This is an optimization exercise on Yosys and OpenROAD, whose aim is small area, a short achievable clock period and few clock cycles, not a production implementation. RTL that was checked went through simulation tests only; none was proved equivalent to the original. Function not checked in runs 6 to 8: the RTL went through the layout flow alone.

$ cat constraint.sdc
create_clock -name core_clock -period 5.0 [get_ports {clk}]
set_input_delay 1.0000 -clock core_clock [delete_from_list [all_inputs] [get_ports {clk}]]
set_output_delay 1.0000 -clock core_clock [all_outputs]
set_load 0.01 [all_outputs]
$ cat flow/run.sh
#!/bin/bash
# The standard layout, with the smallest buffer on every input and output port
# instead of the one buffer_ports picks by default.
set -euo pipefail
bash standard.sh "BUFFER_PORTS_ARGS=-buffer_cell sky130_fd_sc_hd__buf_1" finish > standard.log 2>&1
$ cat standard.sh
#!/bin/bash
# synth_recipe.tcl (not shown) runs the flow's synth.tcl, then flattens the netlist and writes it again
# the make line also repeats each setting of config.mk as NAME=value (left out here)
make -C /OpenROAD-flow-scripts/flow DESIGN_CONFIG=/design/flow/config.mk WORK_HOME=/design/flow/orfs CLKGATE_MAP_FILE= SYNTH_SCRIPT=/design/flow/synth_recipe.tcl "${@:-finish}"
$ cat config.mk
export PLATFORM = sky130hd
export DESIGN_NAME = lab9
export DESIGN_NICKNAME = lab9
export VERILOG_FILES = /design/flow/design.v
export SDC_FILE = /design/flow/constraint.sdc
export NUM_CORES = 4
export LEC_CHECK = 0
export ABC_AREA = 1
export CAP_MARGIN = 20
export CORE_MARGIN = 2
export CORE_UTILIZATION = 40
export CTS_BUF_LIST = sky130_fd_sc_hd__clkbuf_4
export SETUP_SLACK_MARGIN = 2.7
export SLEW_MARGIN = 20
$ cat design.v
module lab9(x,y,z,clk,reset,start,done);
input [7:0]x,y;
input clk,reset;
input start;
output [7:0]z;
output reg done;
reg [7:0] a, b;
reg busy;
wire [7:0] o = a | b;
wire [7:0] lo = {|o[6:0], |o[5:0], |o[4:0], |o[3:0], |o[2:0], |o[1:0], o[0], 1'b0};
wire [7:0] m0 = ~lo;                      
wire a_odd = |(a & m0);
wire b_odd = |(b & m0);
wire d_2 = ~|((a ^ b) & ~{lo[6:0], 1'b0});
wire d_3 = ~|((a ^ b) & ~{lo[5:0], 2'b0});
wire [6:0] u = a[7:1], v = b[7:1];
wire [6:0] pr = ~(u ^ v);                 
wire [6:0] g = u & ~v;
wire [6:0] t = u | ~v;
wire [6:0] G, T;
wire g10 = g[1] | (t[1] & g[0]),  t10 = t[1] & t[0];
wire g32 = g[3] | (t[3] & g[2]),  t32 = t[3] & t[2];
wire g54 = g[5] | (t[5] & g[4]),  t54 = t[5] & t[4];
wire g20 = g[2] | (t[2] & g10),   t20 = t[2] & t10;
wire g30 = g32 | (t32 & g10),     t30 = t32 & t10;
wire g64 = g[6] | (t[6] & g54),   t64 = t[6] & t54;
assign G[0] = g[0];              assign T[0] = t[0];
assign G[1] = g10;               assign T[1] = t10;
assign G[2] = g20;               assign T[2] = t20;
assign G[3] = g30;               assign T[3] = t30;
assign G[4] = g[4] | (t[4] & g30); assign T[4] = t[4] & t30;
assign G[5] = g54 | (t54 & g30);   assign T[5] = t54 & t30;
assign G[6] = g64 | (t64 & g30);   assign T[6] = t64 & t30;
wire [6:0] c  = {G[5:0], 1'b0};           
wire [6:0] c1 = {G[5:0] | T[5:0], 1'b1};  
wire [6:0] dab = pr ^ c1;                 
wire [6:0] dba = ~(pr ^ c);               
wire a_ge = G[6] | T[6];                  
wire fin = (a == b) | ~|a;
assign z = b;
always @(posedge clk) begin
	if (reset) begin
		busy <= 1'b0;
		done <= 1'b0;
	end else begin
		done <= busy & fin & ~start;
		if (start)
			busy <= 1'b1;
		else if (fin)
			busy <= 1'b0;
	end
end
wire sh_a  = ~start & ~a_odd;             
wire sh_b  = ~start & a_odd & ~b_odd;     
wire sub   = ~start & a_odd & b_odd;      
wire [6:0] dd = pr ^ (a_ge ? c1 : ~c);    
wire [7:0] dsel = ({8{~d_2}} & dd) | ({8{d_2 & ~d_3}} & dd[6:1]) | ({8{d_3}} & dd[6:2]);
wire [7:0] a_nx = ({8{start}} & x) | ({8{sh_a}} & (a >> 1)) | ({8{sub}} & dsel) | ({8{sh_b}} & a);
wire [7:0] b_nx = ({8{start}} & (|y ? y : x)) | ({8{sh_b}} & (b >> 1)) | ({8{sub & ~a_ge}} & a)
                | ({8{sh_a | (sub & a_ge)}} & b);
always @(posedge clk) begin
	a <= a_nx;
	b <= b_nx;
end
endmodule
==> results.py, run 1 <==
metrics = {
    "timing": {
        "setup_tns_ns": 0,
        "setup_viol": 0,
        "hold_violations": 0,
        "period_share": 0.422,
        "rsz0062_at_grt": "yes",
        "fin_crit_ns": 2.11,
        "clock_skew_ns": 0.00756,
        "finalMaxSlewViolations": 0,
        "maxSlewHeadroom": 0.653,
        "fmax_mhz": 474,
        "tightestPinTransition_ns": 0.519,
    },
    "grt": {
        "grt_pass1_vias": 1891,
        "grt_use_total": 0.205,
        "grt_remaining_overflow": 0,
        "antenna_found_initial": 0,
        "grt_max_degree": 16,
        "grt_pass1_wl_mm": 8.92,
    },
    "worst_hold_path": {
        "hp-class": "flop to flop",
        "min_to": "done",
        "holdPathStages": 2,
        "holdCritStartpoint": "busy",
    },
    "cells_and_area": {
        "final_common_cell": "nand2_1",
        "most-common-layout-cells": "nand2_1, nand3_1, inv_1",
        "diodes": 0,
        "nNetsFinal": 389,
        "drive_gt1_frac": 0.112,
        "fin_area_um2": 2210,
        "area.growth.synth_to_final_pct": 11.7,
    },
    "worst_setup_path": {
        "arrival_ns": 2.30,
        "critPathLaunchType": "flop",
        "critPathBufInv": 2,
        "path_cells": "inv_1 > ha_1 > a21oi_2 > nor2_1 > nor2_4 > buf_4 > nand3_1 > nand2_1 > nand2_2 > nand3_1 > nand3_1 > nand2_1 > nand2_1",
        "crit_fanout": 6,
        "rr_startpoint": "b[5]",
        "crit_required_ns": 5.19,
        "reg2reg_slack_ns": 2.89,
        "r2r_cells": 13,
        "slowest_stage": "dfxtp_2",
        "crit_family": "simple AND/OR/NAND/NOR gates",
        "critical_path_class": "flop to flop",
        "endpoint_kind": "flop",
        "reg2reg_to": "a[1]",
        "cpPeakStageDelay_ns": 0.39,
    },
    "clocking": {
        "max-clock-path-buffers": 2,
        "clk_latency_ns": 0.30,
        "clkSinkCount": 18,
        "numCtsBuffers": 3,
        "cts_max_level": 1,
        "cts_tree": "done",
        "cts-hold-fix-buffers": 0,
        "path_clk_slew_ns": 0.11,
        "cts-root-buf": "clkbuf_4",
    },
    "floorplanning": {
        "die_area_um2": 5520,
        "start_util": 0.416,
        "die-height_um": 74.3,
        "core_um2": 4750,
        "row_count": 25,
        "die_x_um": 74.3,
        "num_io_pins": 28,
    },
    "detailed_routing": {
        "dr.pass1.iters": 4,
        "antenna_left": 0,
        "drt_iter0_markers": 151,
        "wire_per_inst_um": 12.9,
        "drt_wl_total_mm": 5.36,
        "avgViaCountPerCell": 5.05,
        "drcViolationCount": 0,
        "vias": 2095,
    },
    "run": {
        "drv_cap": 0,
    },
    "logic_synthesis": {
        "avgSynthCellArea_um2": 6.24,
        "synth_area_um2": 1980,
        "ys_warn_count": 1,
        "syn_inst": 317,
        "seq_area_frac_synth": 0.182,
        "synth_cell_types": 30,
        "ys_ff_latch": 18,
        "synth_nets": 357,
    },
    "place": {
        "place_area_um2": 2140,
        "place.gp.congestion": 0.838,
        "post-dp-hpwl_mm": 4.35,
        "port-buffer-count": 27,
    },
    "run_status": {
        "status": "finished clean",
    },
}
-- through the flow --
| step | util | worst slack [ns] | hold slack [ns] | std cells |
|---|---|---|---|---|
| after floorplan | - | 3.05 | 0.424 | 317 |
| after global placement | 0.450 | 2.60 | 0.437 | 408 |
| after detailed placement | 0.450 | 2.53 | 0.441 | 408 |
| after CTS | 0.456 | 2.84 | 0.457 | 412 |
| after global routing | 0.464 | 2.69 | 0.507 | 415 |
| final | 0.464 | 2.89 | 0.455 | 415 |
-- kinds of logic after synthesis --
family | after synthesis | share of synthesized area
compound gates | 50 | 0.139
fa+ha+maj | 21 | 0.133
buf+inv | 49 | 0.0981
flops | 18 | 0.182
simple gates | 179 | 0.448
-- layout make-up --
type | instances | area [um2]
Sequential cell | 18 | 367
Fill cell | 537 | 2550
Tap cell | 67 | 83.8
Multi-Input combinational cell | 250 | 1430
Timing Repair Buffer | 30 | 125
Clock buffer | 3 | 22.5
Inverter | 46 | 173
Clock inverter | 1 | 3.75
-- timing repair --
item                       4_1_cts  5_1_grt
resized for setup                0        8
setup endpoints to repair        0       11
setup buffers                    0        3
-- sequential cells by signal (all words and copies together), names as in the netlist --
| signal | flops |
|---|---|
| b | 8 |
| busy | 1 |
| done | 1 |
| a | 8 |
-- routing by layer --
layer / part of all wire / GRT usage / wire, um / vias up
li1: - / - / - / 1102
met1: 0.50 / 0.310 / 2710 / 952
met2: 0.45 / 0.320 / 2430 / 39
met3: 0.038 / 0.0352 / 202 / 2
met4: 0.0043 / 0.0159 / 23 / 0
met5: 0 / 0 / 0 / -
-- worst max-delay path by stage --
stage / end / cells past startpoint / from / slack (ns)
6_report: a[1] / 13 / b[5] / 2.89
5_1_grt: a[0] / 14 / a[6] / 2.69
4_1_cts: b[3] / 6 / start / 2.84
3_5_place_dp: b[3] / 6 / start / 2.53
3_3_place_gp: b[3] / 6 / start / 2.60
2_1_floorplan: a[6] / 7 / start / 3.05
-- worst reg2reg max path: cells and delay by family (launching register included) --
kind	cells	cell delay, ns
buffers and inverters	2	0.26
adders and majority gates	1	0.24
AOI/OAI and AO/OA	1	0.25
and+or+nand+nor	9	0.86
DFF	1	0.39
-- cell usage after synthesis --
library cell / number / area [um2]
dfxtp_1: 18 / 360
nand2_4: 2 / 22.5
nand2_1: 85 / 319
a21oi_1: 30 / 150
ha_1: 21 / 263
buf_6: 1 / 11.3
inv_2: 2 / 7.51
buf_2: 2 / 10.0
a22o_1: 1 / 8.76
nand3b_1: 3 / 22.5
nand3_1: 46 / 230
nand4_4: 1 / 21.3
inv_1: 44 / 165
nand3_2: 1 / 10.0
nor4_1: 2 / 12.5
o21a_1: 1 / 7.51
nand4_1: 5 / 31.3
a21oi_2: 1 / 8.76
nor2_1: 14 / 52.6
nor3_4: 1 / 16.3
or2_1: 1 / 6.26
o211ai_1: 2 / 15.0
o21bai_1: 1 / 7.51
nand2_2: 10 / 62.6
nor2_2: 1 / 6.26
nor3_1: 1 / 5.00
a211oi_1: 1 / 7.51
nor2_4: 6 / 67.6
o21ai_2: 1 / 8.76
o21ai_0: 12 / 60.1
Testbench counts, summed over its fixed seeds: cycles 25,276.
==> run 2, diff against run 1 <==
--- a/config.mk
+++ b/config.mk
@@ -10,5 +10,5 @@
 export CORE_MARGIN = 2
 export CORE_UTILIZATION = 40
 export CTS_BUF_LIST = sky130_fd_sc_hd__clkbuf_4
-export SETUP_SLACK_MARGIN = 2.7
+export SETUP_SLACK_MARGIN = 2.9
 export SLEW_MARGIN = 20
==> run 2 against run 1 <==
Largest cell class unchanged. Count of clock-buffer cells in the layout is the same. Sequential share of layout area is 0.30 points lower. Still clean.
==> results.py, run 2 <==
metrics = {
    "run_status": {
        "status": "finished clean",
    },
    "timing": {
        "hold_violations": 0,
        "layout_setup_ws_ns": 3.00,
        "setup_viol": 0,
        "tightestPinTransition_ns": 0.500,
        "setup_tns_ns": 0,
        "period_share": 0.400,
        "maxSlewHeadroom": 0.666,
        "finalMaxSlewViolations": 0,
        "clock_skew_ns": 0.0137,
        "rsz0062_at_grt": "no",
        "fin_crit_ns": 2.00,
        "fmax_mhz": 500,
    },
    "worst_setup_path": {
        "reg2reg_slack_ns": 3.04,
        "arrival_ns": 2.23,
        "endpoint_kind": "flop",
        "critPathBufInv": 2,
        "crit_fanout": 11,
        "critPathLaunchType": "input pin",
        "critical_path_class": "input pin to flop",
        "path_cells": "buf_2 > inv_1 > nand3_1 > nand2_2 > nand2_1 > nand3_1",
        "crit_family": "simple AND/OR/NAND/NOR gates",
        "cpPeakStageDelay_ns": 0.32,
        "slowest_stage": "nand3_1",
        "crit_required_ns": 5.23,
        "crit_top_cell": "nand3_1",
    },
    "cells_and_area": {
        "drive_gt1_frac": 0.217,
        "fillers": 509,
        "diodes": 0,
        "most-common-layout-cells": "nand2_1, nand3_1, inv_1",
        "nNetsFinal": 396,
        "final_common_cell": "nand2_1",
        "area.growth.synth_to_final_pct": 22.7,
        "postLayoutCoreUtil": 0.510,
        "reg_top3": "a x8, b x8",
    },
    "floorplanning": {
        "num_io_pins": 28,
        "row_count": 25,
        "core_um2": 4750,
        "start_util": 0.416,
        "die_x_um": 74.3,
        "die_area_um2": 5520,
        "die-height_um": 74.3,
    },
    "worst_hold_path": {
        "hp-class": "flop to flop",
    },
    "grt": {
        "antenna_found_initial": 0,
        "grt_use_total": 0.206,
        "grt_remaining_overflow": 0,
        "grt_pass1_vias": 1899,
        "grt_pass1_wl_mm": 8.96,
        "grt_max_degree": 16,
    },
    "clocking": {
        "cts-hold-fix-buffers": 0,
        "numCtsBuffers": 3,
        "cts_max_level": 1,
        "cts-root-buf": "clkbuf_4",
        "max-clock-path-buffers": 2,
        "cts_tree": "done",
        "clkSinkCount": 18,
        "path_clk_slew_ns": 0.11,
        "clk_latency_ns": 0.30,
    },
    "logic_synthesis": {
        "synth_top_area_share": 0.182,
        "syn_inst": 317,
        "synth_top_area_cell": "dfxtp_1",
        "synth_edf_count": 0,
        "yosys-top-cells-area": "dfxtp_1, nand2_1, ha_1",
        "synth_ff_type": "dfxtp_1",
        "synth_async_sr_flop_share": 0,
        "ys_ff_latch": 18,
        "avgSynthCellArea_um2": 6.24,
        "seq_area_frac_synth": 0.182,
        "synth_area_um2": 1980,
        "yosysMostFrequentCell": "nand2_1",
        "synth_nets": 357,
        "synth_cell_types": 30,
        "ys_warn_count": 1,
        "synthTopCellsByCount": "nand2_1, nand3_1, inv_1",
    },
    "place": {
        "port-buffer-count": 27,
        "place.gp.congestion": 0.838,
        "dpl_worst_slack_ns": 2.53,
        "post-dp-hpwl_mm": 4.35,
    },
    "detailed_routing": {
        "antenna_left": 0,
        "dr.pass1.iters": 5,
        "drcViolationCount": 0,
        "vias": 2161,
        "drt_wl_total_mm": 5.57,
        "avgViaCountPerCell": 5.12,
        "wire_per_inst_um": 13.2,
        "drt_iter0_markers": 192,
    },
    "run": {
        "drv_cap": 0,
    },
}
-- run 2: cell types whose count changed in the layout (fill, tap and decap cells not counted), sizes merged --
cell	change
clkbuf	-1
buf	+8
-- run 2: kinds of logic after synthesis --
kind of cell	count (synthesis)	synth area share
DFF	18	0.182
AOI/OAI and AO/OA	50	0.139
buffers and inverters	49	0.0981
adders and majority gates	21	0.133
and+or+nand+nor	179	0.448
-- run 2: final cells by class --
class,instances,area [um2],share of cell area
Clock buffer,3,22.5,0.00928
Clock inverter,1,3.75,0.00155
Inverter,46,175,0.0722
Multi-Input combinational cell,250,1560,0.641
Sequential cell,18,395,0.163
Tap cell,67,83.8,0.0346
Timing Repair Buffer,37,190,0.0784
-- run 2: worst paths after layout --
| kind | startpoint | to | cells after the start |
|---|---|---|---|
| max reg2reg | b[5] | a[1] | 13 |
| min | busy | done | 2 |
| min reg2reg | busy | done | 2 |
| max | start | b[3] | 6 |
-- run 2: worst register-to-register path: stages (launching register included) --
cell and delay (ns):
dfxtp_2 0.39, inv_1 0.09, ha_1 0.25, a21oi_4 0.16, nor2_2 0.06, nor2_4 0.18
buf_12 0.14, nand2_8 0.08, nand2_2 0.08, nand3_1 0.10, nand3_1 0.11, nand3_1 0.10
nand2_1 0.07, nand2_1 0.05
-- run 2: per-layer routing --
| layer | GRT usage | vias to the layer above | wire length, um |
|---|---|---|---|
| met5 | 0 | - | 0 |
| met3 | 0.0352 | 2 | 164 |
| met1 | 0.308 | 998 | 2800 |
| met2 | 0.323 | 40 | 2580 |
| li1 | - | 1121 | - |
| met4 | 0.0159 | 0 | 23 |
-- run 2: stage by stage --
step           std cells  hold WS [ns]  instance area, um2
6_report             422         0.455                2430
4_1_cts              413         0.457                2180
3_3_place_gp         408         0.437                2140
5_1_grt              422         0.507                2430
2_1_floorplan        317         0.424                1980
3_5_place_dp         408         0.441                2140
-- run 2: repair_timing --
item                                    in CTS  in global routing
pin swaps                                    1                 11
setup buffers                                1                  9
gates resized for setup                      6                 47
endpoints found under the setup margin      14                 15
==> run 3, diff against run 2 <==
--- a/config.mk
+++ b/config.mk
@@ -10,5 +10,5 @@
 export CORE_MARGIN = 2
 export CORE_UTILIZATION = 40
 export CTS_BUF_LIST = sky130_fd_sc_hd__clkbuf_4
-export SETUP_SLACK_MARGIN = 2.9
+export SETUP_SLACK_MARGIN = 2.8
 export SLEW_MARGIN = 20
==> run 3 against run 2 <==
Wire length shrank 2.5%. Non-clock buffer count is 7 lower. Synthesized area unchanged. Worst hold slack improved by 0.00087 ns. Setup slack got worse by 0.060 ns. First-iteration DRC count fell by 24%. Critical endpoint is now a[1].
==> results.py, run 3 <==
metrics = {
    "run_status": {
        "status": "finished clean",
    },
    "grt": {
        "grt_pass1_vias": 1891,
        "use_met3": 0.0352,
        "grt_max_degree": 16,
        "antenna_found_initial": 0,
        "grt_remaining_overflow": 0,
        "grtUsageMet1": 0.310,
        "grt_pass1_wl_mm": 8.92,
        "grtUsageMet2": 0.320,
        "grt.busiest_layer": "met2",
        "grt_use_total": 0.205,
    },
    "logic_synthesis": {
        "ys_warn_count": 1,
        "synth_cell_types": 30,
        "synth_area_um2": 1980,
        "seq_area_frac_synth": 0.182,
        "avgSynthCellArea_um2": 6.24,
        "synth_async_sr_flop_share": 0,
        "synthTopCellsByCount": "nand2_1, nand3_1, inv_1",
        "synth_top_area_cell": "dfxtp_1",
        "synth_nets": 357,
        "ys_ff_latch": 18,
        "yosysMostFrequentCell": "nand2_1",
        "yosys-top-cells-area": "dfxtp_1, nand2_1, ha_1",
        "synth_top_area_share": 0.182,
        "syn_inst": 317,
        "synth_edf_count": 0,
        "synth_ff_type": "dfxtp_1",
    },
    "worst_setup_path": {
        "path_cells": "inv_1 > ha_1 > nor2_1 > o211ai_1 > nor2_2 > nand4_4 > nor2_4 > nand3_1 > nand3_1 > nand2_1 > nand2_1",
        "crit_start": "a[1]",
        "crit_required_ns": 5.24,
        "critical_path_class": "flop to flop",
        "critPathLaunchType": "flop",
        "endpoint_kind": "flop",
        "cpPeakStageDelay_ns": 0.40,
        "crit_family": "simple AND/OR/NAND/NOR gates",
        "crit_fanout": 7,
        "rr_startpoint": "a[1]",
        "slowest_stage": "dfxtp_2",
        "arrival_ns": 2.30,
        "critPathBufInv": 1,
    },
    "detailed_routing": {
        "drt_iter0_markers": 145,
        "avgViaCountPerCell": 5.04,
        "antenna_left": 0,
        "vias": 2093,
        "drcViolationCount": 0,
        "wire_per_inst_um": 13.1,
        "dr.pass1.iters": 4,
        "drt_wl_total_mm": 5.43,
    },
    "place": {
        "place.gp.congestion": 0.838,
        "post-dp-hpwl_mm": 4.35,
        "dp.cells": 408,
        "port-buffer-count": 27,
        "place_area_um2": 2140,
    },
    "timing": {
        "setup_viol": 0,
        "setup_tns_ns": 0,
        "period_share": 0.412,
        "fin_worst_hold_slack_ns": 0.456,
        "hold_violations": 0,
        "tightestPinTransition_ns": 0.520,
        "fin_crit_ns": 2.06,
        "maxSlewHeadroom": 0.652,
        "finalMaxSlewViolations": 0,
        "fmax_mhz": 485,
        "clock_skew_ns": 0.0132,
        "rsz0062_at_grt": "yes",
    },
    "cells_and_area": {
        "fin_area_um2": 2250,
        "most-common-layout-cells": "nand2_1, nand3_1, inv_1",
        "final_cells": 415,
        "diodes": 0,
        "multi_input_area_um2": 1470,
        "final_common_cell": "nand2_1",
        "fillers": 534,
        "seqCellArea_um2": 373,
        "reg_top3": "a x8, b x8",
        "area.growth.synth_to_final_pct": 13.6,
        "nNetsFinal": 389,
        "drive_gt1_frac": 0.129,
    },
    "clocking": {
        "clk_latency_ns": 0.31,
        "cts_max_level": 1,
        "cts-root-buf": "clkbuf_4",
        "cts_tree": "done",
        "cts-hold-fix-buffers": 0,
        "numCtsBuffers": 3,
        "path_clk_slew_ns": 0.12,
        "max-clock-path-buffers": 2,
        "clkSinkCount": 18,
    },
    "floorplanning": {
        "die-height_um": 74.3,
        "row_count": 25,
        "num_io_pins": 28,
        "die_x_um": 74.3,
        "core_um2": 4750,
        "start_util": 0.416,
        "die_area_um2": 5520,
    },
    "worst_hold_path": {
        "holdCritStartpoint": "busy",
        "hp-class": "flop to flop",
    },
    "run": {
        "drv_cap": 0,
    },
}
run 3: changes by cell type in the layout (fill, tap and decap cells not counted), sizes merged:
cell / change
buf: -8
clkbuf: +1
run 3: worst paths after layout:
| kind | endpoint | cells after the start | slack, ns |
|---|---|---|---|
| max reg2reg | a[1] | 11 | 2.94 |
| max | a[1] | 11 | 2.94 |
| min reg2reg | done | 2 | 0.46 |
| min | done | 2 | 0.46 |
run 3: cells by family after synthesis:
| logic type | synth area share |
|---|---|
| AO/OA/AOI/OAI | 0.139 |
| adder cells (fa/ha/maj) | 0.133 |
| buffers and inverters | 0.0981 |
| flip-flops | 0.182 |
| AND/OR/NAND/NOR | 0.448 |
run 3: repair_timing:
item                       4_1_cts  5_1_grt
gates resized for setup          0       19
setup endpoints to repair        0       15
buffers inserted                 0        3
run 3: per-stage QoR:
stage / utilization / worst slack [ns]
global route: 0.472 / 2.79
CTS: 0.456 / 2.84
detailed placement: 0.450 / 2.53
floorplan: - / 3.05
global placement: 0.450 / 2.60
finish: 0.472 / 2.94
run 3: worst reg2reg max path, stage by stage, from the launching register on:
cell      delay (ns)
dfxtp_2         0.40
inv_1           0.11
ha_1            0.31
nor2_1          0.20
o211ai_1        0.14
nor2_2          0.17
nand4_4         0.17
nor2_4          0.20
nand3_1         0.10
nand3_1         0.10
nand2_1         0.05
nand2_1         0.06
run 3: area by class of cell:
type	instances	share of cell area
Clock inverter	1	0.00167
Sequential cell	18	0.166
Multi-Input combinational cell	250	0.652
Timing Repair Buffer	30	0.0557
Clock buffer	3	0.0100
Tap cell	67	0.0373
Inverter	46	0.0769
run 3: per-layer routing:
| layer | routed length (um) | share of wire |
|---|---|---|
| met1 | 2720 | 0.50 |
| met2 | 2430 | 0.45 |
| met5 | 0 | 0 |
| met4 | 23 | 0.0042 |
| met3 | 250 | 0.046 |
==> run 4, diff against run 3 <==
--- a/config.mk
+++ b/config.mk
@@ -10,5 +10,6 @@
 export CORE_MARGIN = 2
 export CORE_UTILIZATION = 40
 export CTS_BUF_LIST = sky130_fd_sc_hd__clkbuf_4
+export GPL_TIMING_DRIVEN = 1
 export SETUP_SLACK_MARGIN = 2.8
 export SLEW_MARGIN = 20
==> run 4 against run 3 <==
Global-route usage unchanged. Clock skew unchanged. Worst hold slack unchanged. Critical path depth unchanged. Via count unchanged. Critical endpoint unchanged.
==> results.py, run 4 <==
metrics = {
    "logic_synthesis": {
        "yosysMostFrequentCell": "nand2_1",
        "ys_warn_count": 1,
        "synth_async_sr_flop_share": 0,
        "syn_inst": 317,
        "synth_top_area_share": 0.182,
        "avgSynthCellArea_um2": 6.24,
        "synthTopCellsByCount": "nand2_1, nand3_1, inv_1",
        "synth_top_area_cell": "dfxtp_1",
        "synth_cell_types": 30,
        "yosys-top-cells-area": "dfxtp_1, nand2_1, ha_1",
        "ys_ff_latch": 18,
        "synth_ff_type": "dfxtp_1",
        "synth_nets": 357,
        "synth_area_um2": 1980,
        "seq_area_frac_synth": 0.182,
        "synth_edf_count": 0,
    },
    "grt": {
        "grt_pass1_wl_mm": 8.92,
        "grt_max_degree": 16,
        "grt_remaining_overflow": 0,
        "antenna_found_initial": 0,
        "grt_use_total": 0.205,
        "grt_pass1_vias": 1891,
    },
    "detailed_routing": {
        "dr.pass1.iters": 4,
        "drt_wl_total_mm": 5.43,
        "dr_wl_met2_mm": 2.43,
        "wl_met1_mm": 2.72,
        "dr_wl_met3_um": 250,
        "drt_iter0_markers": 145,
        "drcViolationCount": 0,
        "vias": 2093,
        "wire_per_inst_um": 13.1,
        "avgViaCountPerCell": 5.04,
        "antenna_left": 0,
        "dr.max_layer_used": "met4",
    },
    "worst_setup_path": {
        "reg2reg_slack_ns": 2.94,
        "critPathCapture": "a[1]",
        "crit_start": "a[1]",
        "critical_path_class": "flop to flop",
        "endpoint_kind": "flop",
        "crit_required_ns": 5.24,
        "critPathLaunchType": "flop",
        "r2r_cells": 11,
        "reg2reg_to": "a[1]",
        "crit_fanout": 7,
        "rr_startpoint": "a[1]",
        "arrival_ns": 2.30,
    },
    "floorplanning": {
        "die-height_um": 74.3,
        "die_x_um": 74.3,
        "core_um2": 4750,
        "row_count": 25,
        "num_io_pins": 28,
        "start_util": 0.416,
        "die_area_um2": 5520,
    },
    "clocking": {
        "cts-hold-fix-buffers": 0,
        "numCtsBuffers": 3,
        "clkSinkCount": 18,
        "cts_max_level": 1,
        "path_clk_slew_ns": 0.12,
        "cts-root-buf": "clkbuf_4",
        "clk_latency_ns": 0.31,
        "cts_tree": "done",
        "max-clock-path-buffers": 2,
    },
    "place": {
        "post-dp-hpwl_mm": 4.35,
        "dp.cells": 408,
        "place.gp.congestion": 0.838,
        "place_area_um2": 2140,
        "port-buffer-count": 27,
    },
    "cells_and_area": {
        "diodes": 0,
        "most-common-layout-cells": "nand2_1, nand3_1, inv_1",
        "reg_top3": "a x8, b x8",
        "fin_area_um2": 2250,
        "postLayoutCoreUtil": 0.472,
        "drive_gt1_frac": 0.129,
        "nNetsFinal": 389,
        "area.growth.synth_to_final_pct": 13.6,
        "final_common_cell": "nand2_1",
        "final_cells": 415,
    },
    "run_status": {
        "status": "finished clean",
    },
    "timing": {
        "hold_violations": 0,
        "rsz0062_at_grt": "yes",
        "maxSlewHeadroom": 0.652,
        "finalMaxSlewViolations": 0,
        "fin_crit_ns": 2.06,
        "fmax_mhz": 485,
        "setup_viol": 0,
        "clock_skew_ns": 0.0132,
        "setup_tns_ns": 0,
        "tightestPinTransition_ns": 0.520,
        "period_share": 0.412,
    },
    "run": {
        "drv_cap": 0,
    },
    "worst_hold_path": {
        "hp-class": "flop to flop",
    },
}
run 4: critical path, cell delays in order (launching register included):
cell and delay, ns:
dfxtp_2 0.40, inv_1 0.10, ha_1 0.31, nor2_1 0.20, o211ai_1 0.14, nor2_2 0.16, nand4_4 0.17, nor2_4 0.20
nand3_1 0.09, nand3_1 0.10, nand2_1 0.05, nand2_1 0.06
run 4: routing by layer:
layer / vias to the layer above / track usage
met2: 44 / 0.320
met1: 945 / 0.310
met4: 0 / 0.0159
met3: 2 / 0.0352
met5: - / 0
li1: 1102 / -
run 4: kinds of logic (layout without fill, tap and decap cells):
group / Yosys count / in the layout / share of synthesized area
buffers and inverters: 49 / 80 / 0.0981
DFF: 18 / 18 / 0.182
and+or+nand+nor: 179 / 179 / 0.448
AOI/OAI and AO/OA: 50 / 50 / 0.139
adders and majority gates: 21 / 21 / 0.133
run 4: final cells by class:
type	count	area (um2)
timing repair buffer	30	125
inverter	46	173
fill	534	2510
sequential	18	373
multi-input combinational	250	1470
tap	67	83.8
clock buffer	3	22.5
clock inverter	1	3.75
run 4: what timing repair did:
item,CTS,global route
hold endpoints to repair,0,0
resized for setup,0,19
buffers inserted,0,3
endpoints found under the setup margin,0,15
run 4: worst min path at each step:
stage,start,to,depth (start not counted)
finish,busy,done,2
global route,busy,done,2
CTS,busy,done,2
detailed placement,busy,done,2
global placement,busy,done,2
floorplan,busy,done,2
run 4: through the flow:
stage / worst slack, ns / hold WS (ns)
detailed placement: 2.53 / 0.441
finish: 2.94 / 0.456
global route: 2.79 / 0.507
CTS: 2.84 / 0.457
global placement: 2.60 / 0.437
floorplan: 3.05 / 0.424
==> run 5, diff against run 4 <==
--- a/config.mk
+++ b/config.mk
@@ -8,8 +8,7 @@
 export ABC_AREA = 1
 export CAP_MARGIN = 20
 export CORE_MARGIN = 2
-export CORE_UTILIZATION = 40
+export CORE_UTILIZATION = 60
 export CTS_BUF_LIST = sky130_fd_sc_hd__clkbuf_4
-export GPL_TIMING_DRIVEN = 1
 export SETUP_SLACK_MARGIN = 2.8
 export SLEW_MARGIN = 20
==> run 5 against run 4 <==
Still clean on timing, DRC and antenna. Setup slack improved by 0.0068 ns. Worst hold slack improved by 0.023 ns. Non-clock buffer count rose by 2.
==> results.py, run 5 <==
metrics = {
    "run_status": {
        "status": "finished clean",
    },
    "worst_setup_path": {
        "path_cells": "buf_1 > inv_1 > nand2_2 > inv_2 > nand3_1 > nand2_2 > nand2_1 > nand3_1",
        "crit_family": "buffers and inverters",
        "crit_fanout": 11,
        "endpoint_kind": "flop",
        "r2r_cells": 14,
        "reg2reg_to": "a[2]",
        "critPathBufInv": 3,
        "arrival_ns": 2.24,
        "reg2reg_slack_ns": 2.96,
        "cpPeakStageDelay_ns": 0.32,
        "crit_required_ns": 5.18,
        "critical_path_class": "input pin to flop",
        "critPathLaunchType": "input pin",
        "rr_startpoint": "a[6]",
        "slowest_stage": "buf_1",
    },
    "clocking": {
        "cts_tree": "done",
        "numCtsBuffers": 3,
        "max-clock-path-buffers": 2,
        "path_clk_slew_ns": 0.10,
        "clk_latency_ns": 0.29,
        "cts-hold-fix-buffers": 0,
        "cts-root-buf": "clkbuf_4",
        "cts_max_level": 1,
        "clkSinkCount": 18,
    },
    "cells_and_area": {
        "area.growth.synth_to_final_pct": 13.0,
        "diodes": 0,
        "drive_gt1_frac": 0.143,
        "fillers": 283,
        "final_common_cell": "nand2_1",
        "most-common-layout-cells": "nand2_1, nand3_1, inv_1",
        "reg_top3": "a x8, b x8",
        "nNetsFinal": 391,
        "final_cells": 394,
    },
    "timing": {
        "tightestPinTransition_ns": 0.534,
        "fin_crit_ns": 2.05,
        "finalMaxSlewViolations": 0,
        "setup_viol": 0,
        "rsz0062_at_grt": "yes",
        "clock_skew_ns": 0.00123,
        "hold_violations": 0,
        "period_share": 0.411,
        "setup_tns_ns": 0,
        "fmax_mhz": 487,
        "maxSlewHeadroom": 0.642,
    },
    "floorplanning": {
        "num_io_pins": 28,
        "start_util": 0.637,
        "die-height_um": 61.4,
        "core_um2": 3100,
        "row_count": 20,
        "die_area_um2": 3770,
        "die_x_um": 61.4,
    },
    "logic_synthesis": {
        "synthTopCellsByCount": "nand2_1, nand3_1, inv_1",
        "synth_nets": 357,
        "synth_xor_area_frac": 0,
        "synth_edf_count": 0,
        "yosys-mux-area-fraction": 0,
        "synth_area_um2": 1980,
        "ys_warn_count": 1,
        "synth_cell_types": 30,
        "synth_ff_type": "dfxtp_1",
        "synth_compound_area_frac": 0.139,
        "synthSimpleGateAreaFrac": 0.448,
        "yosysMostFrequentCell": "nand2_1",
        "seq_area_frac_synth": 0.182,
        "syn_inst": 317,
        "ys_ff_latch": 18,
        "avgSynthCellArea_um2": 6.24,
        "synth_top_area_share": 0.182,
        "synth_async_sr_flop_share": 0,
        "synth_fa_ha_area_frac": 0.133,
        "synth_top_family_by_area": "simple AND/OR/NAND/NOR gates",
        "yosys-top-cells-area": "dfxtp_1, nand2_1, ha_1",
        "synth_top_area_cell": "dfxtp_1",
    },
    "detailed_routing": {
        "drt_iter0_markers": 172,
        "vias": 2177,
        "antenna_left": 0,
        "wire_per_inst_um": 12.9,
        "avgViaCountPerCell": 5.53,
        "drt_wl_total_mm": 5.09,
        "drcViolationCount": 0,
        "dr.pass1.iters": 5,
    },
    "run": {
        "drv_cap": 0,
    },
    "place": {
        "place.gp.congestion": 0.866,
        "post-dp-hpwl_mm": 3.98,
        "port-buffer-count": 27,
        "dp.cells": 385,
    },
    "grt": {
        "grt_pass1_vias": 1795,
        "grt_use_total": 0.277,
        "grt_remaining_overflow": 0,
        "antenna_found_initial": 0,
        "grt_max_degree": 16,
        "grt_pass1_wl_mm": 7.94,
    },
    "worst_hold_path": {
        "hp-class": "flop to flop",
        "holdPathStages": 2,
        "holdCritStartpoint": "busy",
        "min_to": "done",
    },
}
-- run 5: cell types whose count changed in the layout (fill, tap and decap cells not counted), sizes merged --
cell / change
buf: +3
clkbuf: -1
-- run 5: timing repair --
action / in CTS / in global routing
setup endpoints to repair: 0 / 15
buffers inserted: 0 / 5
resized for setup: 0 / 21
-- run 5: worst register-to-register path, stage by stage, from the launching register on --
cell	delay [ns]
dfxtp_2	0.39
inv_1	0.09
ha_1	0.19
inv_1	0.11
a21oi_4	0.08
nor2_1	0.17
nor2_4	0.07
buf_4	0.15
or2_1	0.22
nand2_1	0.07
nand2_1	0.08
nand3_1	0.09
nand3_1	0.10
nand2_1	0.08
nand2_1	0.04
-- run 5: final cells by class --
class	instances	area, um2	area share
multi-input cells	250	1460	0.655
flip-flops and latches	18	378	0.169
inverters	46	173	0.0773
repair buffers	32	139	0.0622
well taps	44	55.1	0.0246
clock buffers	3	22.5	0.0101
clock inverters	1	3.75	0.00168
-- run 5: worst max-delay path by stage --
stage | from | to | slack, ns | depth (start not counted)
floorplan | start | a[6] | 3.05 | 7
global route | a[3] | a[1] | 2.78 | 13
detailed placement | start | b[5] | 2.63 | 6
finish | start | b[5] | 2.95 | 8
CTS | b[5] | a[2] | 2.88 | 12
global placement | start | b[2] | 2.64 | 6
-- run 5: cell families (layout without fill, tap and decap cells) --
logic type / count (synthesis) / count (layout)
fa+ha+maj: 21 / 21
buf+inv: 49 / 82
flops: 18 / 18
compound gates: 50 / 50
simple gates: 179 / 179
-- run 5: metrics by stage --
step / util / setup slack [ns] / area (um2) / hold slack (ns)
final: 0.720 / 2.95 / 2230 / 0.479
after global routing: 0.720 / 2.78 / 2230 / 0.499
after CTS: 0.689 / 2.88 / 2140 / 0.475
after detailed placement: 0.681 / 2.63 / 2110 / 0.441
after global placement: 0.681 / 2.64 / 2110 / 0.440
after floorplan: - / 3.05 / 1980 / 0.424
-- run 5: per-layer routing --
metal	part of all wire	vias up	track usage	wire length [um]
met2	0.48	76	0.453	2430
met4	0.011	0	0.0456	55
met5	0	-	0	0
met1	0.45	983	0.392	2310
met3	0.056	6	0.0462	285
li1	-	1112	-	-
==> run 6, diff against run 5 <==
--- a/design.v
+++ b/design.v
@@ -3,7 +3,7 @@
 input clk,reset;
 input start;
 output [7:0]z;
-output reg done;
+output done;
 reg [7:0] a, b;
 reg busy;
 wire [7:0] o = a | b;
@@ -36,19 +36,16 @@
 wire [6:0] dab = pr ^ c1;                 
 wire [6:0] dba = ~(pr ^ c);               
 wire a_ge = G[6] | T[6];                  
-wire fin = (a == b) | ~|a;
+wire fin = ~|a;
 assign z = b;
+assign done = busy & fin;
 always @(posedge clk) begin
-	if (reset) begin
+	if (reset)
 		busy <= 1'b0;
-		done <= 1'b0;
-	end else begin
-		done <= busy & fin & ~start;
-		if (start)
-			busy <= 1'b1;
-		else if (fin)
-			busy <= 1'b0;
-	end
+	else if (start)
+		busy <= 1'b1;
+	else if (fin)
+		busy <= 1'b0;
 end
 wire sh_a  = ~start & ~a_odd;             
 wire sh_b  = ~start & a_odd & ~b_odd;     
--- a/config.mk
+++ b/config.mk
@@ -8,7 +8,6 @@
 export ABC_AREA = 1
 export CAP_MARGIN = 20
 export CORE_MARGIN = 2
-export CORE_UTILIZATION = 60
-export CTS_BUF_LIST = sky130_fd_sc_hd__clkbuf_4
+export CORE_UTILIZATION = 40
 export SETUP_SLACK_MARGIN = 2.8
 export SLEW_MARGIN = 20
==> run 6 against run 5 <==
Die area increased by 39%. Count of clock-buffer cells in the layout is 1 higher. Worst hold slack lost 0.018 ns.
==> results.py, run 6 <==
metrics = {
    "timing": {
        "hold_violations": 0,
        "finalMaxSlewViolations": 0,
        "fmax_mhz": 438,
        "period_share": 0.457,
        "setup_viol": 0,
        "rsz0062_at_grt": "yes",
        "tightestPinTransition_ns": 0.368,
        "setup_tns_ns": 0,
        "fin_crit_ns": 2.29,
        "maxSlewHeadroom": 0.754,
        "clock_skew_ns": 0.00410,
    },
    "cells_and_area": {
        "fin_area_um2": 2320,
        "reg_top3": "a x8, b x8, busy x1",
        "diodes": 0,
        "final_common_cell": "nand2_1",
        "fillers": 465,
        "final_cells": 411,
        "area.growth.synth_to_final_pct": 24.4,
        "most-common-layout-cells": "nand2_1, nand3_1, inv_1",
        "drive_gt1_frac": 0.223,
        "nNetsFinal": 400,
    },
    "place": {
        "post-dp-hpwl_mm": 4.17,
        "dp.cells": 386,
        "place.gp.congestion": 0.844,
        "place_area_um2": 2020,
        "port-buffer-count": 27,
    },
    "worst_setup_path": {
        "critPathBufInv": 2,
        "cp_num_cells": 6,
        "path_cells": "inv_2 > nand4_1 > nor3_1 > nand3_1 > nor2_1 > buf_2",
        "endpoint_kind": "primary output",
        "crit_required_ns": 4.00,
        "critical_path_class": "flop to primary output",
        "crit_family": "simple AND/OR/NAND/NOR gates",
        "reg2reg_to": "b[1]",
        "rr_startpoint": "a[3]",
        "crit_fanout": 3,
        "arrival_ns": 1.29,
        "r2r_cells": 16,
        "critPathLaunchType": "flop",
        "cpPeakStageDelay_ns": 0.35,
        "reg2reg_slack_ns": 2.85,
        "slowest_stage": "dfxtp_4",
    },
    "floorplanning": {
        "num_io_pins": 28,
        "die_area_um2": 5230,
        "die-height_um": 72.3,
        "start_util": 0.423,
        "core_um2": 4410,
        "row_count": 24,
        "die_x_um": 72.3,
    },
    "worst_hold_path": {
        "holdCritStartpoint": "busy",
        "hp-class": "flop to flop",
        "min_to": "busy",
        "holdPathStages": 2,
    },
    "clocking": {
        "path_clk_slew_ns": 0.07,
        "cts-root-buf": "clkbuf_8",
        "clkSinkCount": 17,
        "cts_max_level": 1,
        "clk_latency_ns": 0.26,
        "cts-hold-fix-buffers": 0,
        "cts_tree": "done",
        "numCtsBuffers": 3,
        "max-clock-path-buffers": 2,
    },
    "grt": {
        "grt_pass1_wl_mm": 9.05,
        "grt_use_total": 0.215,
        "antenna_found_initial": 0,
        "grt_max_degree": 14,
        "grt_pass1_vias": 1985,
        "grt_remaining_overflow": 0,
    },
    "run_status": {
        "status": "finished clean",
    },
    "detailed_routing": {
        "drt_iter0_markers": 104,
        "drcViolationCount": 0,
        "dr.pass1.iters": 4,
        "antenna_left": 0,
        "drt_wl_total_mm": 5.47,
        "vias": 2102,
        "wire_per_inst_um": 13.3,
        "avgViaCountPerCell": 5.11,
    },
    "logic_synthesis": {
        "synth_top_area_share": 0.182,
        "synth_cell_types": 29,
        "synth_nets": 350,
        "synth_edf_count": 0,
        "synth_ff_type": "dfxtp_1",
        "ys_warn_count": 1,
        "synthTopCellsByCount": "nand2_1, inv_1, nand3_1",
        "synth_async_sr_flop_share": 0,
        "yosys-top-cells-area": "dfxtp_1, nand2_1, ha_1",
        "seq_area_frac_synth": 0.182,
        "synth_area_um2": 1870,
        "ys_ff_latch": 17,
        "yosysMostFrequentCell": "nand2_1",
        "avgSynthCellArea_um2": 6.03,
        "synth_top_area_cell": "dfxtp_1",
        "syn_inst": 310,
    },
    "run": {
        "drv_cap": 0,
    },
}
==> run 6: how the worst max path moves through the flow <==
| stage | startpoint | endpoint |
|---|---|---|
| after detailed placement | start | a[6] |
| final | a[7] | done |
| after floorplan | y[0] | b[0] |
| after CTS | a[7] | done |
| after global placement | start | a[6] |
| after global routing | a[7] | done |
==> run 6: what timing repair did <==
| action | in CTS | in global routing |
|---|---|---|
| pin swaps | 2 | 7 |
| setup buffers | 8 | 12 |
| setup endpoints to repair | 16 | 16 |
| cloned | 0 | 1 |
| gates resized for setup | 16 | 28 |
==> run 6: cells by family after synthesis <==
kind of cell / after synthesis / share of synthesized area
simple gates: 178 / 0.427
compound gates: 50 / 0.154
buf+inv: 44 / 0.0958
fa+ha+maj: 21 / 0.141
flops: 17 / 0.182
==> run 6: layout make-up <==
| cell class | instances | area, um2 | share of cell area |
|---|---|---|---|
| Sequential cell | 17 | 359 | 0.155 |
| Timing Repair Buffer | 47 | 267 | 0.115 |
| Tap cell | 52 | 65.1 | 0.0280 |
| Inverter | 41 | 160 | 0.0689 |
| Multi-Input combinational cell | 250 | 1430 | 0.614 |
| Clock buffer | 4 | 45.0 | 0.0194 |
==> run 6: per-layer routing <==
layer / track usage / wire length (um) / part of all wire / vias to the layer above
li1: - / - / - / 1105
met1: 0.297 / 2550 / 0.47 / 927
met2: 0.370 / 2570 / 0.47 / 63
met3: 0.00417 / 270 / 0.049 / 7
met4: 0.0566 / 70 / 0.013 / 0
met5: 0 / 0 / 0 / -
==> run 6: tightest hold or removal path: stages (launching register included) <==
cell     delay [ns]
dfxtp_1        0.31
nand2_1        0.06
a21oi_1        0.05
==> run 6: per-stage QoR <==
stage               hold slack (ns)  setup slack (ns)   util
floorplan                     0.434              3.01      -
global placement              0.455              2.51  0.457
detailed placement            0.458              2.52  0.457
CTS                           0.467              2.71  0.487
global route                  0.494              2.63  0.526
finish                        0.460              2.71  0.526
==> run 7, diff against run 6 <==
--- a/config.mk
+++ b/config.mk
@@ -9,5 +9,6 @@
 export CAP_MARGIN = 20
 export CORE_MARGIN = 2
 export CORE_UTILIZATION = 40
+export CTS_BUF_LIST = sky130_fd_sc_hd__clkbuf_4 sky130_fd_sc_hd__clkbuf_8
 export SETUP_SLACK_MARGIN = 2.8
 export SLEW_MARGIN = 20
==> run 7 against run 6 <==
Final cell count is the same. Clock skew grew 0.0011 ns. Critical path depth is the same. Utilization is essentially flat. Fmax is essentially flat.
==> results.py, run 7 <==
metrics = {
    "grt": {
        "grt_max_degree": 14,
        "antenna_found_initial": 0,
        "grt_pass1_wl_mm": 9.05,
        "grt_pass1_vias": 1981,
        "grt_remaining_overflow": 0,
        "grt_use_total": 0.215,
    },
    "floorplanning": {
        "row_count": 24,
        "die-height_um": 72.3,
        "die_area_um2": 5230,
        "start_util": 0.423,
        "die_x_um": 72.3,
        "core_um2": 4410,
        "num_io_pins": 28,
    },
    "timing": {
        "clock_skew_ns": 0.00518,
        "tightestPinTransition_ns": 0.373,
        "fmax_mhz": 437,
        "setup_viol": 0,
        "rsz0062_at_grt": "yes",
        "maxSlewHeadroom": 0.751,
        "fin_crit_ns": 2.29,
        "setup_tns_ns": 0,
        "hold_violations": 0,
        "finalMaxSlewViolations": 0,
        "period_share": 0.457,
    },
    "logic_synthesis": {
        "yosys-top-cells-area": "dfxtp_1, nand2_1, ha_1",
        "synth_top_area_share": 0.182,
        "ys_warn_count": 1,
        "ys_ff_latch": 17,
        "synth_async_sr_flop_share": 0,
        "syn_inst": 310,
        "yosysMostFrequentCell": "nand2_1",
        "synth_area_um2": 1870,
        "synthTopCellsByCount": "nand2_1, inv_1, nand3_1",
        "synth_top_area_cell": "dfxtp_1",
        "synth_nets": 350,
        "seq_area_frac_synth": 0.182,
        "synth_ff_type": "dfxtp_1",
        "avgSynthCellArea_um2": 6.03,
        "synth_cell_types": 29,
        "synth_edf_count": 0,
    },
    "cells_and_area": {
        "reg_top3": "a x8, b x8, busy x1",
        "most-common-layout-cells": "nand2_1, nand3_1, inv_1",
        "diodes": 0,
        "nNetsFinal": 400,
        "final_common_cell": "nand2_1",
        "fin_area_um2": 2320,
        "seqCellArea_um2": 359,
        "area.growth.synth_to_final_pct": 24.3,
        "drive_gt1_frac": 0.220,
        "multi_input_area_um2": 1420,
        "fillers": 467,
    },
    "place": {
        "post-dp-hpwl_mm": 4.17,
        "place_area_um2": 2020,
        "place.gp.congestion": 0.844,
        "port-buffer-count": 27,
    },
    "worst_setup_path": {
        "crit_family": "simple AND/OR/NAND/NOR gates",
        "r2r_cells": 16,
        "path_cells": "inv_2 > nand4_1 > nor3_1 > nand3_1 > nor2_1 > buf_2",
        "critPathBufInv": 2,
        "crit_required_ns": 4.00,
        "reg2reg_slack_ns": 2.85,
        "reg2reg_to": "b[1]",
        "slowest_stage": "dfxtp_4",
        "endpoint_kind": "primary output",
        "cpPeakStageDelay_ns": 0.35,
        "critical_path_class": "flop to primary output",
        "rr_startpoint": "a[3]",
        "critPathLaunchType": "flop",
        "crit_fanout": 3,
        "arrival_ns": 1.29,
    },
    "clocking": {
        "clk_latency_ns": 0.26,
        "max-clock-path-buffers": 2,
        "path_clk_slew_ns": 0.07,
        "cts-root-buf": "clkbuf_8",
        "numCtsBuffers": 3,
        "cts_tree": "done",
        "clkSinkCount": 17,
        "cts-hold-fix-buffers": 0,
        "cts_max_level": 1,
    },
    "detailed_routing": {
        "drt_wl_total_mm": 5.46,
        "avgViaCountPerCell": 5.17,
        "dr.pass1.iters": 4,
        "drt_iter0_markers": 86,
        "antenna_left": 0,
        "drcViolationCount": 0,
        "wire_per_inst_um": 13.3,
        "vias": 2124,
    },
    "worst_hold_path": {
        "holdCritStartpoint": "busy",
        "min_to": "busy",
        "hp-class": "flop to flop",
        "holdPathStages": 2,
    },
    "run_status": {
        "status": "finished clean",
    },
    "run": {
        "drv_cap": 0,
    },
}
## run 7: timing repair
item | in CTS | in global routing
setup buffers | 8 | 12
endpoints found under the hold margin | 0 | 0
pin swaps | 2 | 7
gates cloned | 0 | 1
setup endpoints to repair | 16 | 16
gates resized for setup | 16 | 26
## run 7: cell families (layout without fill, tap and decap cells)
kind of cell	count (synthesis)	in the layout	share of synthesized area
simple gates	178	179	0.427
compound gates	50	50	0.154
buf+inv	44	92	0.0958
fa+ha+maj	21	21	0.141
flops	17	17	0.182
## run 7: layout make-up
cell class                      instances  area share
Tap cell                               52      0.0280
Timing Repair Buffer                   47       0.115
Clock buffer                            4      0.0210
Inverter                               41      0.0690
Multi-Input combinational cell        250       0.613
Sequential cell                        17       0.155
## run 7: worst reg2reg max path: cells and delay by family, from the launching register on
family | cells | cell delay, ns
DFF | 1 | 0.36
buffers and inverters | 5 | 0.49
adders and majority gates | 1 | 0.19
and+or+nand+nor | 9 | 0.93
AOI/OAI and AO/OA | 1 | 0.06
## run 7: worst max path at each step
stage          startpoint   end  slack, ns  depth (start not counted)
2_1_floorplan        y[0]  b[0]       3.01                          8
3_3_place_gp        start  a[6]       2.51                          6
3_5_place_dp        start  a[6]       2.52                          6
4_1_cts              a[7]  done       2.71                          6
5_1_grt              a[7]  done       2.63                          6
6_report             a[7]  done       2.71                          6
## run 7: stage by stage
stage | setup WS [ns] | instances | util | hold slack, ns
global route | 2.63 | 411 | 0.526 | 0.494
CTS | 2.71 | 398 | 0.488 | 0.467
detailed placement | 2.52 | 386 | 0.457 | 0.458
global placement | 2.51 | 386 | 0.457 | 0.455
floorplan | 3.01 | 310 | - | 0.434
finish | 2.71 | 411 | 0.526 | 0.460
## run 7: layer usage
layer | share of wire | track usage | wire (um)
met1 | 0.48 | 0.297 | 2620
met2 | 0.47 | 0.370 | 2560
met3 | 0.036 | 0.00417 | 195
met4 | 0.014 | 0.0566 | 78
met5 | 0 | 0 | 0
==> run 8, diff against run 7 <==
--- a/design.v
+++ b/design.v
@@ -9,10 +9,11 @@
 wire [7:0] o = a | b;
 wire [7:0] lo = {|o[6:0], |o[5:0], |o[4:0], |o[3:0], |o[2:0], |o[1:0], o[0], 1'b0};
 wire [7:0] m0 = ~lo;                      
+wire [7:0] m1 = lo & ~{lo[6:0], 1'b0};       
 wire a_odd = |(a & m0);
 wire b_odd = |(b & m0);
-wire d_2 = ~|((a ^ b) & ~{lo[6:0], 1'b0});
-wire d_3 = ~|((a ^ b) & ~{lo[5:0], 2'b0});
+wire d_2 = ~|((a ^ b) & m1);              
+wire d_3 = d_2 & ~|((a ^ b) & {m1[6:0], 1'b0});  
 wire [6:0] u = a[7:1], v = b[7:1];
 wire [6:0] pr = ~(u ^ v);                 
 wire [6:0] g = u & ~v;
@@ -36,9 +37,9 @@
 wire [6:0] dab = pr ^ c1;                 
 wire [6:0] dba = ~(pr ^ c);               
 wire a_ge = G[6] | T[6];                  
-wire fin = ~|a;
+wire fin = (a == b);
+assign done = busy & fin;
 assign z = b;
-assign done = busy & fin;
 always @(posedge clk) begin
 	if (reset)
 		busy <= 1'b0;
@@ -52,7 +53,7 @@
 wire sub   = ~start & a_odd & b_odd;      
 wire [6:0] dd = pr ^ (a_ge ? c1 : ~c);    
 wire [7:0] dsel = ({8{~d_2}} & dd) | ({8{d_2 & ~d_3}} & dd[6:1]) | ({8{d_3}} & dd[6:2]);
-wire [7:0] a_nx = ({8{start}} & x) | ({8{sh_a}} & (a >> 1)) | ({8{sub}} & dsel) | ({8{sh_b}} & a);
+wire [7:0] a_nx = ({8{start}} & (|x ? x : y)) | ({8{sh_a}} & (a >> 1)) | ({8{sub}} & dsel) | ({8{sh_b}} & a);
 wire [7:0] b_nx = ({8{start}} & (|y ? y : x)) | ({8{sh_b}} & (b >> 1)) | ({8{sub & ~a_ge}} & a)
                 | ({8{sh_a | (sub & a_ge)}} & b);
 always @(posedge clk) begin
--- a/config.mk
+++ b/config.mk
@@ -9,6 +9,5 @@
 export CAP_MARGIN = 20
 export CORE_MARGIN = 2
 export CORE_UTILIZATION = 40
-export CTS_BUF_LIST = sky130_fd_sc_hd__clkbuf_4 sky130_fd_sc_hd__clkbuf_8
-export SETUP_SLACK_MARGIN = 2.8
+export SETUP_SLACK_MARGIN = 2.6
 export SLEW_MARGIN = 20
==> run 8 against run 7 <==
Setup slack worse by 0.29 ns. Global-route usage down 1.3 points. Wire length up 10%. First-iteration DRC count up 19%. Synthesized area up 13%. Sequential share of layout area down 0.76 points. Cell area up 14%. Flip-flop and latch count unchanged. Critical path depth unchanged. Clock skew up 0.0011 ns. Utilization down 0.94 points. Largest cell class unchanged. Highest routed layer unchanged.
==> results.py, run 8 <==
metrics = {
    "grt": {
        "grt_use_total": 0.203,
        "grt_pass1_wl_mm": 9.77,
        "antenna_found_initial": 0,
        "grt_remaining_overflow": 0,
        "grt_max_degree": 17,
        "grt_pass1_vias": 2087,
    },
    "detailed_routing": {
        "vias": 2339,
        "antenna_left": 0,
        "drcViolationCount": 0,
        "wire_per_inst_um": 13.0,
        "dr.pass1.iters": 5,
        "drt_wl_total_mm": 6.02,
        "drt_iter0_markers": 102,
        "avgViaCountPerCell": 5.05,
    },
    "floorplanning": {
        "num_io_pins": 28,
        "die_x_um": 76.7,
        "start_util": 0.414,
        "core_um2": 5110,
        "die_area_um2": 5880,
        "die-height_um": 76.7,
        "row_count": 26,
    },
    "logic_synthesis": {
        "synth_async_sr_flop_share": 0,
        "synth_top_area_cell": "nand2_1",
        "synth_edf_count": 0,
        "synthSimpleGateAreaFrac": 0.415,
        "synth_top_family_by_area": "simple AND/OR/NAND/NOR gates",
        "synth_cell_types": 32,
        "ys_warn_count": 1,
        "yosys-mux-area-fraction": 0,
        "yosys-top-cells-area": "nand2_1, dfxtp_1, ha_1",
        "synth_compound_area_frac": 0.186,
        "yosysMostFrequentCell": "nand2_1",
        "syn_inst": 349,
        "synth_area_um2": 2110,
        "synth_nets": 389,
        "synth_xor_area_frac": 0,
        "seq_area_frac_synth": 0.161,
        "ys_ff_latch": 17,
        "synth_ff_type": "dfxtp_1",
        "avgSynthCellArea_um2": 6.06,
        "synth_fa_ha_area_frac": 0.124,
        "synth_top_area_share": 0.162,
        "synthTopCellsByCount": "nand2_1, inv_1, a21oi_1, nand3_1, o21ai_0",
    },
    "worst_setup_path": {
        "critPathLaunchType": "flop",
        "crit_required_ns": 4.00,
        "endpoint_kind": "primary output",
        "critical_path_class": "flop to primary output",
        "arrival_ns": 1.57,
        "crit_fanout": 5,
    },
    "timing": {
        "hold_violations": 0,
        "period_share": 0.514,
        "fin_worst_hold_slack_ns": 0.469,
        "setup_tns_ns": 0,
        "maxSlewHeadroom": 0.651,
        "tightestPinTransition_ns": 0.523,
        "setup_viol": 0,
        "fmax_mhz": 389,
        "rsz0062_at_grt": "yes",
        "clock_skew_ns": 0.00633,
        "finalMaxSlewViolations": 0,
        "fin_crit_ns": 2.57,
    },
    "clocking": {
        "cts-hold-fix-buffers": 0,
        "cts_max_level": 1,
        "numCtsBuffers": 3,
        "clkSinkCount": 17,
        "path_clk_slew_ns": 0.08,
        "cts-root-buf": "clkbuf_8",
        "max-clock-path-buffers": 2,
        "cts_tree": "done",
        "clk_latency_ns": 0.26,
    },
    "cells_and_area": {
        "nNetsFinal": 434,
        "fillers": 519,
        "reg_top3": "a x8, b x8, busy x1",
        "diodes": 0,
        "final_common_cell": "nand2_1",
        "drive_gt1_frac": 0.216,
        "most-common-layout-cells": "nand2_1, inv_1, nand3_1, a21oi_1, buf_1",
        "area.growth.synth_to_final_pct": 24.8,
    },
    "place": {
        "post-dp-hpwl_mm": 4.67,
        "port-buffer-count": 27,
        "place.gp.congestion": 0.847,
    },
    "run": {
        "drv_cap": 0,
    },
    "worst_hold_path": {
        "hp-class": "flop to flop",
    },
    "run_status": {
        "status": "finished clean",
    },
}
[run 8: cell types whose count changed in the layout (fill, tap and decap cells not counted), sizes merged, moves of 3 or more]
cell   previous run  this run
nand4             3         6
nand2            95       102
a21oi            26        39
inv              39        53
nor2             35        23
o21ai            19        28
[run 8: critical path, stage by stage, from the launching register on]
cell and delay (ns):
dfxtp_4 0.37, inv_1 0.11, ha_4 0.23, nor4_4 0.25, nand2_1 0.13, nor2_1 0.10, buf_2 0.13
[run 8: final timing paths]
check | start | to | slack [ns] | cells past startpoint
setup / recovery | b[4] | done | 2.43 | 6
hold / removal | busy | busy | 0.47 | 2
setup reg to reg | b[5] | a[5] | 2.84 | 12
hold reg to reg | busy | busy | 0.47 | 2
[run 8: cell type report]
class,count,area [um2],area share
repair buffers,45,238,0.0901
well taps,70,87.6,0.0332
inverters,54,214,0.0811
multi-input cells,273,1670,0.631
flip-flops and latches,17,388,0.147
clock buffers,3,41.3,0.0156
clock inverters,1,5.00,0.00190
[run 8: routing by layer]
| layer | GRT usage | up-vias | wire, um | part of all wire |
|---|---|---|---|---|
| met5 | 0 | - | 0 | 0 |
| met4 | 0.0527 | 0 | 50 | 0.0083 |
| met3 | 0.0200 | 5 | 199 | 0.033 |
| li1 | - | 1235 | - | - |
| met1 | 0.260 | 1057 | 2900 | 0.48 |
| met2 | 0.361 | 42 | 2870 | 0.48 |
[run 8: repair_timing]
item | CTS | global route
buffers inserted | 5 | 13
resized for setup | 40 | 17
endpoints found under the setup margin | 1 | 9
pin swaps | 5 | 6
endpoints found under the hold margin | 0 | 0
[run 8: cell families (layout without fill, tap and decap cells)]
kind of cell,count (synthesis),count (layout)
buffers and inverters,59,103
and+or+nand+nor,179,179
adders and majority gates,21,21
DFF,17,17
AOI/OAI and AO/OA,73,73
[run 8: metrics by stage]
stage | instances | instance area, um2 | utilization | setup WS, ns
floorplan | 349 | 2110 | - | 2.66
global placement | 441 | 2270 | 0.444 | 2.41
detailed placement | 441 | 2270 | 0.444 | 2.40
CTS | 450 | 2490 | 0.487 | 2.38
global route | 463 | 2640 | 0.517 | 2.36
finish | 463 | 2640 | 0.517 | 2.43

## static timing again, ports no longer ideal
How much do the figures lean on ideal ports? The routed layouts below were timed once more, with nothing changed but the port constraints. Step 1 assumes that a clkbuf_16 drives the clock port and a buf_2 every other input. Step 2 times the ports against the registers' clock, not the clock port: input delays grow and output delays shrink by t, the midpoint of the rising clock arrivals with the driver on. Slacks: ideal / step 1 / step 2; pairs: ideal / step 1.
run | t, ns | setup slack, ns | worst setup path at the end | slew at the worst register clock pin (ns) | cell pins on the clock port's net
run 1 | 0.315 | 2.888 / 2.888 / 2.658 | input to register | 0.11 / 0.11 | 1
run 2 | 0.312 | 2.999 / 3.001 / 2.689 | input to register | 0.11 / 0.11 | 1
run 3 | 0.323 | 2.939 / 2.939 / 2.657 | input to register | 0.12 / 0.12 | 1
run 4 | 0.323 | 2.939 / 2.939 / 2.657 | input to register | 0.12 / 0.12 | 1
run 5 | 0.309 | 2.946 / 2.932 / 2.623 | input to register | 0.10 / 0.10 | 1
run 6 | 0.280 | 2.715 / 2.692 / 2.705 | input to register | 0.07 / 0.07 | 1
run 7 | 0.280 | 2.714 / 2.691 / 2.697 | input to register | 0.07 / 0.07 | 1
run 8 | 0.284 | 2.428 / 2.401 / 2.492 | input to register | 0.08 / 0.08 | 1
After both steps every run listed still meets setup and hold. The setup slack of run 5, which loses most, moves by -0.014 ns with the drivers and by -0.323 ns with both steps.
